What follows belongs to an exercise in optimizing a design on an open flow for small area; a production flow would make more cautious choices.
In this exercise RTL edits were held to simulation tests only and were not proved equivalent to the original.
Power figures rest on the tool's default switching activity, not on a simulated workload.

[config.mk]
export PLATFORM = sky130hd
export DESIGN_NAME = ICache_pipeline
export DESIGN_NICKNAME = ICache_pipeline
export VERILOG_FILES = /design/flow/design.v
export SDC_FILE = /design/flow/constraint.sdc
export NUM_CORES = 4
export LEC_CHECK = 0
export CAP_MARGIN = 10
export CORE_MARGIN = 2
export CORE_UTILIZATION = 40
export CTS_BUF_LIST = sky130_fd_sc_hd__clkbuf_16
export CTS_CLUSTER_DIAMETER = 80
export CTS_CLUSTER_SIZE = 24
export SLEW_MARGIN = 10
export SYNTH_HIERARCHICAL = 1
[run.sh]
#!/bin/bash
# synth_recipe.tcl (not shown) runs the flow's synth.tcl, then flattens the netlist and writes it again
# the make line also repeats each setting of config.mk as NAME=value (left out here)
make -C /OpenROAD-flow-scripts/flow DESIGN_CONFIG=/design/flow/config.mk WORK_HOME=/design/flow/orfs CLKGATE_MAP_FILE= SYNTH_SCRIPT=/design/flow/synth_recipe.tcl finish
[constraint.sdc]
create_clock -name core_clock -period 12.0 [get_ports {clk}]
set_input_delay 2.4000 -clock core_clock [delete_from_list [all_inputs] [get_ports {clk}]]
set_output_delay 2.4000 -clock core_clock [all_outputs]
set_load 0.01 [all_outputs]
[design.v]
`timescale 1ns / 1ps
module c_aoi222(input a1, input b1, input a2, input b2, input a3, input b3, output y);
    assign y = ~((a1 & b1) | (a2 & b2) | (a3 & b3));
endmodule
module c_nand2(input a, input b, output y);
    assign y = ~(a & b);
endmodule
module c_nand3(input a, input b, input c, output y);
    assign y = ~(a & b & c);
endmodule
module c_nand4(input a, input b, input c, input d, output y);
    assign y = ~(a & b & c & d);
endmodule
module c_inv(input a, output y);
    assign y = ~a;
endmodule
module c_nor2(input a, input b, output y);
    assign y = ~(a | b);
endmodule
module c_or2(input a, input b, output y);
    assign y = a | b;
endmodule
module c_or3(input a, input b, input c, output y);
    assign y = a | b | c;
endmodule
module ao8(input [7:0] s, input [7:0] d, output y);
    wire [3:0] n;
    c_aoi222 g0(s[0], d[0], s[1], d[1], s[2], d[2], n[0]);
    c_aoi222 g1(s[3], d[3], s[4], d[4], s[5], d[5], n[1]);
    c_nand2  g2(s[6], d[6], n[2]);
    c_nand2  g3(s[7], d[7], n[3]);
    c_nand4  h0(n[0], n[1], n[2], n[3], y);
endmodule
module ao16(input [15:0] s, input [15:0] d, output y);
    wire [5:0] n;
    wire [1:0] o;
    c_aoi222 g0(s[0],  d[0],  s[1],  d[1],  s[2],  d[2],  n[0]);
    c_aoi222 g1(s[3],  d[3],  s[4],  d[4],  s[5],  d[5],  n[1]);
    c_aoi222 g2(s[6],  d[6],  s[7],  d[7],  s[8],  d[8],  n[2]);
    c_aoi222 g3(s[9],  d[9],  s[10], d[10], s[11], d[11], n[3]);
    c_aoi222 g4(s[12], d[12], s[13], d[13], s[14], d[14], n[4]);
    c_nand2  g5(s[15], d[15], n[5]);
    c_nand3  h0(n[0], n[1], n[2], o[0]);
    c_nand3  h1(n[3], n[4], n[5], o[1]);
    c_or2    h2(o[0], o[1], y);
endmodule
module ao32(input [31:0] s, input [31:0] d, output y);
    wire [11:0] n;
    wire [2:0] o;
    genvar i;
    for (i = 0; i < 10; i = i + 1) begin : g
        c_aoi222 a(s[3*i], d[3*i], s[3*i+1], d[3*i+1], s[3*i+2], d[3*i+2], n[i]);
    end
    c_nand2 g10(s[30], d[30], n[10]);
    c_nand2 g11(s[31], d[31], n[11]);
    c_nand4 h0(n[0], n[1], n[2],  n[3],  o[0]);
    c_nand4 h1(n[4], n[5], n[6],  n[7],  o[1]);
    c_nand4 h2(n[8], n[9], n[10], n[11], o[2]);
    c_or3   h3(o[0], o[1], o[2], y);
endmodule
module dec16(input [3:0] a, output [15:0] y);
    wire [3:0] an;
    wire [3:0] lo_n, hi_n;
    genvar i;
    for (i = 0; i < 4; i = i + 1) begin : g_inv
        c_inv v(a[i], an[i]);
    end
    c_nand2 l0(an[1], an[0], lo_n[0]);
    c_nand2 l1(an[1], a[0],  lo_n[1]);
    c_nand2 l2(a[1],  an[0], lo_n[2]);
    c_nand2 l3(a[1],  a[0],  lo_n[3]);
    c_nand2 h0(an[3], an[2], hi_n[0]);
    c_nand2 h1(an[3], a[2],  hi_n[1]);
    c_nand2 h2(a[3],  an[2], hi_n[2]);
    c_nand2 h3(a[3],  a[2],  hi_n[3]);
    for (i = 0; i < 16; i = i + 1) begin : g_out
        c_nor2 n(lo_n[i % 4], hi_n[i / 4], y[i]);
    end
endmodule
`timescale 1ns / 1ps
module ICache_pipeline #(
    parameter IW = 4,               
    parameter TW = 28 - IW          
)(
    input wire clk,
    input wire rst,
    input wire iuncache_i,
    output wire stall,
    input wire flush,
    input wire valid,
    input wire [31:0] vaddr_i1,
    input wire [31:0] vaddr_i2,
    input wire [31:0] paddr_i,
    output wire data_ok1,
    output wire data_ok2,
    output wire [31:0] rdata1,
    output wire [31:0] rdata2,
    output wire [31:0] raddr1,
    output wire [31:0] raddr2,
    output wire [7:0] rd_len,
    output wire rd_req,
    output wire [31:0] rd_addr,
    input wire ret_valid,
    input wire [127:0] ret_data
    );
    localparam NS = 1 << IW;
    wire [TW-1:0] ptag_1  = paddr_i[31:4+IW];
    wire [IW-1:0] index_1 = paddr_i[4+IW-1:4];
    reg [TW-1:0] ptag_2;
    reg [IW-1:0] index_2;
    reg [3:0]    offset_2;
    reg          valid_2;
    reg          iuncache_2;
    reg [31:0]   vaddr_i1_2;
    reg [31:0]   vaddr_i2_2;
    always @(posedge clk) begin
        if (~rst | flush) begin
            valid_2    <= 1'b0;
            iuncache_2 <= 1'b0;
            ptag_2     <= {TW{1'b0}};
            index_2    <= {IW{1'b0}};
        end else if (!stall) begin
            valid_2    <= valid;
            iuncache_2 <= iuncache_i;
            ptag_2     <= ptag_1;
            index_2    <= index_1;
        end
    end
    always @(posedge clk) begin
        if (!stall) begin
            offset_2   <= paddr_i[3:0];
            vaddr_i1_2 <= vaddr_i1;
            vaddr_i2_2 <= vaddr_i2;
        end
    end
    reg [127:0]  data0 [0:NS-1];
    reg [127:0]  data1 [0:NS-1];
    reg [TW-1:0] tag0  [0:NS-1];
    reg [TW-1:0] tag1  [0:NS-1];
    reg [NS-1:0] vld0, vld1;
    reg [NS-1:0] LRU;
    wire [NS-1:0] dec;
    integer k;
    dec16 u_dec(.a(index_2), .y(dec));
    wire LRU_current;
    ao16 u_lru(.s(dec), .d(LRU), .y(LRU_current));
    wire wea_way0 = ret_valid & ~LRU_current;
    wire wea_way1 = ret_valid &  LRU_current;
    always @(posedge clk) begin
        for (k = 0; k < NS; k = k + 1) begin
            if (wea_way0 && dec[k]) begin
                data0[k] <= ret_data;
                tag0[k]  <= ptag_2;
            end
            if (wea_way1 && dec[k]) begin
                data1[k] <= ret_data;
                tag1[k]  <= ptag_2;
            end
        end
    end
    always @(posedge clk) begin
        if (~rst) begin
            vld0 <= {NS{1'b0}};
            vld1 <= {NS{1'b0}};
        end else begin
            vld0 <= vld0 | ({NS{wea_way0}} & dec);
            vld1 <= vld1 | ({NS{wea_way1}} & dec);
        end
    end
    wire [TW-1:0] tag0_r, tag1_r;
    wire vld0_r, vld1_r;
    genvar b, s;
    for (b = 0; b < TW; b = b + 1) begin : g_tag
        wire [NS-1:0] c0, c1;
        for (s = 0; s < NS; s = s + 1) begin : g_set
            assign c0[s] = tag0[s][b];
            assign c1[s] = tag1[s][b];
        end
        ao16 u0(.s(dec), .d(c0), .y(tag0_r[b]));
        ao16 u1(.s(dec), .d(c1), .y(tag1_r[b]));
    end
    ao16 u_vld0(.s(dec), .d(vld0), .y(vld0_r));
    ao16 u_vld1(.s(dec), .d(vld1), .y(vld1_r));
    wire hit_judge_way0 = vld0_r && (tag0_r == ptag_2);
    wire hit_judge_way1 = vld1_r && (tag1_r == ptag_2);
    wire hit  = (hit_judge_way0 | hit_judge_way1) && valid_2 && !iuncache_2;
    wire nhit = iuncache_2 ? 1'b1 : ~(hit_judge_way0 | hit_judge_way1) & valid_2;
    wire [2*NS-1:0] lsel = {dec & {NS{~hit_judge_way0}}, dec & {NS{hit_judge_way0}}};
    wire [127:0] line;
    for (b = 0; b < 128; b = b + 1) begin : g_line
        wire [2*NS-1:0] c;
        for (s = 0; s < NS; s = s + 1) begin : g_set
            assign c[s]      = data0[s][b];
            assign c[NS + s] = data1[s][b];
        end
        ao32 u(.s(lsel), .d(c), .y(line[b]));
    end
    wire [1:0] w1 = offset_2[3:2];
    wire [1:0] w2 = offset_2[3:2] + 2'b1;
    wire [3:0] w1h = 4'b1 << w1;
    wire [3:0] w2h = 4'b1 << w2;
    wire u = iuncache_i & ret_valid;
    wire rv = nhit & ret_valid;
    wire [3:0] c1 = {4{hit & ~u}} & w1h;
    wire [3:0] r1 = u ? 4'b0001 : {4{rv}} & w1h;
    wire [3:0] c2 = {4{hit & (|vaddr_i2_2[3:0])}} & w2h;
    wire [3:0] r2 = {4{rv}} & w2h;
    for (b = 0; b < 32; b = b + 1) begin : g_out
        ao8 u1(.s({r1, c1}),
               .d({ret_data[96+b], ret_data[64+b], ret_data[32+b], ret_data[b],
                   line[96+b], line[64+b], line[32+b], line[b]}),
               .y(rdata1[b]));
        ao8 u2(.s({r2, c2}),
               .d({ret_data[96+b], ret_data[64+b], ret_data[32+b], ret_data[b],
                   line[96+b], line[64+b], line[32+b], line[b]}),
               .y(rdata2[b]));
    end
    always @(posedge clk) begin
        if (~rst)
            LRU <= {NS{1'b0}};
        else if (data_ok1 | data_ok2)
            LRU[index_1] <= hit ? hit_judge_way0 : !hit_judge_way0;
    end
    assign data_ok1 = (iuncache_2 && ret_valid) | hit | (nhit && ret_valid);
    assign data_ok2 = (iuncache_2 && ret_valid) ? 1'b0 :
                      (offset_2[3:2] == 2'b11) ? 1'b0 :
                      data_ok1;
    assign raddr1 = vaddr_i1_2;
    assign raddr2 = vaddr_i2_2;
    assign rd_len  = (iuncache_i & rd_req) ? 8'h0 : 8'h3;
    assign rd_req  = nhit && !ret_valid;
    assign rd_addr = iuncache_i ? {ptag_2, index_2, offset_2} : {ptag_2, index_2, 4'b0};
    assign stall = (iuncache_2 | nhit) & ~data_ok1;
endmodule
==> results of run 1 <==
[flip-flops by register name (all words and copies together) (netlist names)]
register and count:
iuncache_2 1, index_2 4, tag0 384, vld0 16, tag1 384, vaddr_i2_2 32, offset_2 4, vld1 16
data0 2048, vaddr_i1_2 32, LRU 16, ptag_2 24, valid_2 1, data1 2048
[report_power, final]
part           internal [uW]  leakage [uW]  switching [uW]
logic                    306        0.0107             775
clock network           3710       0.00344            5400
registers              19300        0.0457            34.3
total                  23300        0.0598            6210
[area by class of cell]
cell class	instances	area, um^2
clock inverter	74	743.2
sequential	5010	149700
multi-input combinational	3220	25760
antenna	32	80.08
inverter	14	52.55
timing repair buffer	733	7068
fill	36570	240600
tap	5757	7203
clock buffer	241	6031
[per-module statistics from Yosys (local to each module, per instance), a selection]
| module | cell area (um^2) | flops+latches | cells |
|---|---|---|---|
| c_or3 | 6.256 | 0 | 1 |
| c_nand3 | 5.005 | 0 | 1 |
| c_nand2 | 3.754 | 0 | 1 |
| ICache_pipeline | 152400 | 5010 | 5422 |
| c_aoi222 | 10.01 | 0 | 1 |
| c_inv | 3.754 | 0 | 1 |
| c_nand4 | 6.256 | 0 | 1 |
| c_nor2 | 3.754 | 0 | 1 |
| c_or2 | 6.256 | 0 | 1 |
[layout by cell type (no fill, tap or decap), types with 19 or more instances in the layout]
| cell | instances |
|---|---|
| edfxtp_1 | 4932 |
| a222oi_1 | 1664 |
| nand2_1 | 472 |
| nand4_1 | 465 |
| clkdlybuf4s50_1 | 368 |
| buf_4 | 280 |
| clkbuf_16 | 241 |
| or3_1 | 128 |
| nand3_1 | 106 |
| dfxtp_1 | 78 |
| buf_12 | 56 |
| or2_1 | 51 |
| inv_1 | 49 |
| and2_4 | 48 |
| nor2_1 | 36 |
| mux2i_1 | 33 |
| diode_2 | 32 |
| o21a_1 | 32 |
| xnor2_1 | 31 |
| buf_2 | 27 |
| nor2_4 | 19 |
[per-stage QoR]
stage / instances / instance area [um^2] / hold slack [ps] / setup slack (ps)
after floorplan: 8282 / 175200 / 434.1 / 2246
after global placement: 14730 / 189900 / 445.7 / 2146
after detailed placement: 14730 / 189900 / 454.0 / 2236
after CTS: 15050 / 196600 / 471.2 / 1132
after global routing: 15050 / 196500 / 492.8 / 939.6
final: 15080 / 196600 / 469.1 / 866.4
[critical path, stage by stage, from the launching register on]
cell and delay [ps]:
dfxtp_1 370, inv_1 100, nand2_1 230, nor2_4 960
buf_4 450, a222oi_1 160, nand3_1 150, or2_1 120
xnor2_1 210, nand4_1 160, nor4_1 430, nand4_1 190
buf_4 290, and2_4 460, buf_12 380, a222oi_1 430
nand4_1 200, or3_1 450, a222oi_1 880, nand4_1 320
clkdlybuf4s50_1 570
[routing by layer]
layer	GRT usage	part of all wire	vias up	wire [um]
li1	-	-	39980	-
met1	0.3371	0.37	53190	208200
met2	0.3854	0.46	8253	259000
met3	0.06436	0.14	1140	80680
met4	0.07818	0.035	36	19820
met5	0	0.00042	-	241
[final timing paths]
path                            cells after the start  slack (ps)             end
worst min register to register                      2         470          LRU[4]
worst max register to register                     15        5680  vaddr_i1_2[11]
worst max-delay path                               20         870      rdata1[13]
worst min-delay path                                2         470          LRU[4]
[cells by family after synthesis]
family                   after synthesis
XOR/XNOR                              49
multiplexers                          33
buffers and inverters                 52
AO/OA/AOI/OAI                       1743
AND/OR/NAND/NOR                     1385
flip-flops                          5010
adder cells (fa/ha/maj)                4
other                                  1
==> summary.txt, run 1 <==
share of the synthesized area in the top cell type=0.8453; Post-synth EDFFs=4932; HPWL Detailed=299800 um; vias in the first global route=98570; CTS Buffer Depth=4; DRC=0; Routed Antenna Nets=0; Tcrit/Tclk final=0.9278; Synth Warn #=11; # clock sinks=5010; Hold-fix buffers, CTS=0; main combinational cell family by area after synthesis=compound AO/OA/AOI/OAI gates; Cell variety after synth=between 50 and 60; ys async rst share=0; xor-xnor portion of the synthesized cell area=0.002492; post-cts sizing count=0; Simple-Gate Fraction of Synth Area=0.04127; post-route core utilization=0.4497; Max Cap Viol=0; Slew Viols, Final=0; die area=443400 um^2; sequential area share after synthesis=0.8542; grt ovf=0; Synth Area in Compound Gates=0.09854; top_reg_cell synth=edfxtp_1; FP Rows=between 200 and 250; adder and majority gate portion of the synthesized area=0.0002856; postcts setup bufs=0; DR pass1 iterations=14; Die Height=665.8 um; kind of critical path=reg2out; RSZ-0062 raised after global routing=no; most frequent cell after synthesis=edfxtp_1; Synth area leader=edfxtp_1; global-route wire length before repair=775800 um; Min-Delay Path Class=reg2reg; Power Dens Cells=150.2 nW/um^2; Critical Path Fanout Max=81; initial cell density of the core=0.4008; via count normalized by instance count=6.803; hold path startpoint=LRU[4]; Layout area overhead=12.21%; die width=approximately 670 um; CP Launch Point=index_2[2]; H-tree levels=4; Clock Skew=110.6 ps; min Tclk post-route=roughly 11000 ps; upper clock frequency limit=89.82 MHz; main area contributors after synthesis=edfxtp_1, a222oi_1, nand4_1; routed len/inst=37.66 um; First DRT Iteration DRCs=23580; reg2reg start=index_2[2]; post-layout net count=between 9000 and 10000; initial antenna violation count=56; critical path capture point type=primary output; CTS tree=built; Vias=102600; routability cong.=0.8422; worst skew pair latency=~1100 ps; arrival time worst endpoint=about 8700 ps; Post-synth top cells=edfxtp_1, a222oi_1, nand2_1; post-synthesis mux area share=0.001885; clock-pin transition on the worst setup and hold timing paths=90 ps; layout cells sized above 1=0.08050; GRT Total Usage=0.2461; Netlist Area Pre-Place=between 150000 and 200000 um^2; Pwr Total=roughly 30000 uW; Leakage Power=0.05978 uW; VDD IR-drop max=around 0.00015 V; largest net degree at the start of global routing=about 120; CTS Root Cell=clkbuf_16; # IOs=402; outcome=complete, no violations; TritonCTS Buffers=approximately 240; CP required=9600 ps; startpoint types=flip-flop; core footprint=437200 um^2; Post-Route WL=about 570000 um; Cells after Synth=about 8300; setup TNS=0 ps; IO buf count=roughly 400; Fin. Hold Viols=0; Worst-Margin Slew=1311 ps; FF+latch count, synth=5010; Avg Cell Area, Syn=21.17 um^2; Slew headroom=0.1263; final setup fails=0
==> run 2: changes to the inputs <==
--- a/config.mk
+++ b/config.mk
@@ -5,11 +5,11 @@
 export SDC_FILE = /design/flow/constraint.sdc
 export NUM_CORES = 4
 export LEC_CHECK = 0
-export CAP_MARGIN = 10
+export CAP_MARGIN = 5
 export CORE_MARGIN = 2
 export CORE_UTILIZATION = 40
 export CTS_BUF_LIST = sky130_fd_sc_hd__clkbuf_16
 export CTS_CLUSTER_DIAMETER = 80
-export CTS_CLUSTER_SIZE = 24
-export SLEW_MARGIN = 10
+export CTS_CLUSTER_SIZE = 26
+export SLEW_MARGIN = 5
 export SYNTH_HIERARCHICAL = 1
==> run 2 against run 1 <==
Effect of this change:
- synthesized area unchanged
- critical path type unchanged
- global-route usage is essentially flat
- critical endpoint is now rdata2[31]
- core utilization shrank 0.072 points
- largest cell class unchanged
==> summary.txt, run 2 <==
global-route wire length before repair=774500 um (-0.17%); most frequent cell after synthesis=edfxtp_1; post-synthesis mux area share=0.001885 (unchanged); Netlist Area Pre-Place=175200 um^2 (unchanged); Post-synth top cells=edfxtp_1, a222oi_1, nand2_1; Hold-fix buffers, CTS=0 (unchanged); Tcrit/Tclk final=0.9175 (-0.01029); DR pass1 iterations=13 (-1); core footprint=437200 um^2 (unchanged); Simple-Gate Fraction of Synth Area=0.04127 (unchanged); kind of critical path=reg2out; adder and majority gate portion of the synthesized area=0.0002856 (unchanged); Pwr Total=29290 uW (-0.81%); Vias=102300 (-0.25%); Post-synth EDFFs=4932 (unchanged); CTS Buffer Depth=4 (unchanged); GRT met3 Usage=0.06394 (-0.0004178); ys async rst share=0 (unchanged); Min-Delay Path Class=reg2reg; routability cong.=0.8422 (unchanged); largest net degree at the start of global routing=115 (unchanged); grt ovf=0 (unchanged); post-layout net count=9436 (-0.19%); Critical Path Fanout Max=66 (-19%); Worst-Margin Slew=1411 ps (+100.5 ps); DRC=0 (unchanged); reg2reg start=index_2[3]; clock-pin transition on the worst setup and hold timing paths=100 ps (about the same); startpoint types=flip-flop; share of the synthesized area in the top cell type=0.8453 (unchanged); upper clock frequency limit=90.83 MHz (+1.1%); Post-Route WL=567700 um (about the same); final setup fails=0 (unchanged); critical path capture point type=primary output; Avg Cell Area, Syn=21.17 um^2 (unchanged); GRT Total Usage=0.2459 (about the same); CTS tree=built; postcts setup bufs=0 (unchanged); routed len/inst=37.72 um (+0.15%); Max Cap Viol=0 (unchanged); busiest grt layer=met2; Largest regs=data0 x2048, data1 x2048; First DRT Iteration DRCs=23470 (-0.49%); top_reg_cell synth=edfxtp_1; R2R Path End=vaddr_i1_2[11]; Cell variety after synth=53 (unchanged); # clock sinks=5010 (unchanged); Design Area, Final=196300 um^2 (-0.16%); IO buf count=395 (unchanged); Slew headroom=0.05638 (-0.06992); initial cell density of the core=0.4008 (unchanged); setup TNS=0 ps (unchanged); die area=443400 um^2 (unchanged); Slew Viols, Final=0 (unchanged); Fin. Hold Viols=0 (unchanged); Synth Area in Compound Gates=0.09854 (unchanged); Leakage Power=0.05955 uW (-0.38%); met1 usage=0.3363 (-0.0007191); cell count of the worst reg-to-reg path=14 (-1); main area contributors after synthesis=edfxtp_1, a222oi_1, nand4_1; Die Height=665.8 um (unchanged); arrival time worst endpoint=8610 ps (-120 ps); VDD IR-drop max=0.0001294 V (-15%); outcome=complete, no violations; Layout area overhead=12.03%; dpl cell area=189900 um^2 (about the same); Cells after Synth=8277 (unchanged); post-cts sizing count=0 (unchanged); worst skew pair latency=990 ps (-60 ps); # IOs=402 (unchanged); initial antenna violation count=63 (+13%); sequential area share after synthesis=0.8542 (unchanged); HPWL Detailed=299800 um (unchanged); met2 GRT Util=0.3860 (+0.0005830); crit path capture=rdata2[31]; TritonCTS Buffers=225 (-6.6%); RSZ-0062 raised after global routing=no; R2R Setup Slk=5630 ps (-50 ps); via count normalized by instance count=6.799 (about the same); Power Dens Cells=149.2 nW/um^2 (-0.65%); vias in the first global route=98340 (-0.23%); CTS Root Cell=clkbuf_16; min Tclk post-route=11010 ps (-123.5 ps); Synth Warn #=11 (unchanged); layout cells sized above 1=0.07673 (-0.003767); FF+latch count, synth=5010 (unchanged); CP Launch Point=index_2[3]; CP required=9600 ps (about the same); Clock Skew=97.61 ps (-12.96 ps); Synth area leader=edfxtp_1; most frequent cells in the layout=edfxtp_1, a222oi_1, nand2_1, nand4_1, clkdlybuf4s50_1; main combinational cell family by area after synthesis=compound AO/OA/AOI/OAI gates; commonest non-fill, non-tap cell in the layout=edfxtp_1; die width=665.8 um (unchanged); xor-xnor portion of the synthesized cell area=0.002492 (unchanged); FP Rows=243 (unchanged); Routed Antenna Nets=0 (unchanged); H-tree levels=4 (unchanged)
[run 2: changes by cell type in the layout (fill, tap and decap cells not counted), moves of 3 or more]
| cell | change |
|---|---|
| buf_2 | -19 |
| clkdlybuf4s50_1 | +19 |
| clkbuf_16 | -13 |
| inv_1 | -6 |
| clkinv_2 | -5 |
| clkinv_8 | +4 |
| diode_2 | -3 |
| inv_6 | -3 |
| inv_8 | +3 |
[run 2: cell families after synthesis]
kind of cell    count (synthesis)
other cells                     1
fa+ha+maj                       4
compound gates               1743
mux                            33
simple gates                 1385
flops                        5010
buf+inv                        52
xor+xnor                       49
[run 2: per-layer routing]
metal / wire length [um] / vias to the layer above
met5: 285 / -
met4: 19890 / 44
met3: 80770 / 1118
met2: 258500 / 8256
met1: 208300 / 53000
li1: - / 39920
[run 2: layout make-up]
type / instances / area [um^2]
Clock inverter: 63 / 694.4
Inverter: 14 / 52.55
Antenna cell: 29 / 72.57
Multi-Input combinational cell: 3220 / 25760
Timing Repair Buffer: 731 / 7137
Tap cell: 5757 / 7203
Sequential cell: 5010 / 149700
Clock buffer: 228 / 5705
Fill cell: 36580 / 240900
[run 2: critical path, stage by stage (launching register included)]
cell	delay, ps
dfxtp_1	440
nand2_1	280
nor2_4	970
buf_4	450
a222oi_1	160
nand3_1	150
or2_1	130
xnor2_1	210
nand4_1	160
nor4_1	450
nand4_1	190
buf_4	290
and2_4	420
buf_12	340
a222oi_1	850
nand4_1	290
or3_1	550
a222oi_1	350
nand4_1	310
clkdlybuf4s50_1	580
[run 2: worst min path at each step]
stage	slack (ps)	cells past startpoint	to	start
finish	470	2	LRU[4]	LRU[4]
global route	500	1	vld1[9]	vld1[9]
CTS	470	2	LRU[8]	LRU[8]
detailed placement	450	1	vld0[7]	vld0[7]
global placement	450	1	vld0[14]	vld0[14]
floorplan	430	2	LRU[4]	LRU[4]
[run 2: power by group]
group          switching (uW)  internal [uW]  leakage (uW)
registers                34.4          19300        0.0457
clock network            5330           3550       0.00322
logic                     776            309        0.0107
[run 2: stage by stage]
| stage | worst slack [ps] | hold slack (ps) | instances | util |
|---|---|---|---|---|
| after detailed placement | 2231 | 454.0 | 14730 | 0.4343 |
| after global routing | 936.5 | 495.0 | 15030 | 0.4488 |
| final | 989.9 | 471.3 | 15050 | 0.4490 |
| after floorplan | 2246 | 434.1 | 8282 | - |
| after global placement | 2146 | 445.7 | 14730 | 0.4343 |
| after CTS | 1127 | 472.3 | 15020 | 0.4489 |
[run 2: per-module statistics from Yosys (local to each module, per instance), excerpt]
module	area, um^2	flip-flops and latches	times used	cells
c_nand3	5.005	0	102	1
c_nor2	3.754	0	16	1
c_or2	6.256	0	51	1
c_inv	3.754	0	4	1
ICache_pipeline	152400	5010	1	5422
c_aoi222	10.01	0	1663	1
c_nand2	3.754	0	443	1
c_nand4	6.256	0	448	1
c_or3	6.256	0	128	1

static timing again, ports no longer ideal:
No port has a modelled driver above. Below, the same layouts with a new extraction and two added sets of constraints. Step 1 (the two cells are an assumption about what drives the block):
set clk [get_ports {clk}]
set_driving_cell -lib_cell sky130_fd_sc_hd__clkbuf_16 $clk
set_driving_cell -lib_cell sky130_fd_sc_hd__buf_2 [delete_from_list [all_inputs] $clk]
Step 2, shift: input delay + t, output delay - t, t = (earliest + latest rising clock arrival at the registers) / 2. This alone moves slack from input paths to output paths. Slacks: ideal ports / drivers / drivers and shift; pairs: ideal ports / drivers.
run | t, ns | setup slack, ns | hold WS [ns] | clock arrival spread, ns
run 1 | 1.093 | 0.866 / 0.754 / 1.847 | 0.469 / 0.469 / 0.469 | 0.137 / 0.138
run 2 | 1.073 | 0.990 / 0.875 / 1.948 | 0.471 / 0.471 / 0.471 | 0.132 / 0.132
After both steps every run listed still meets setup and hold.
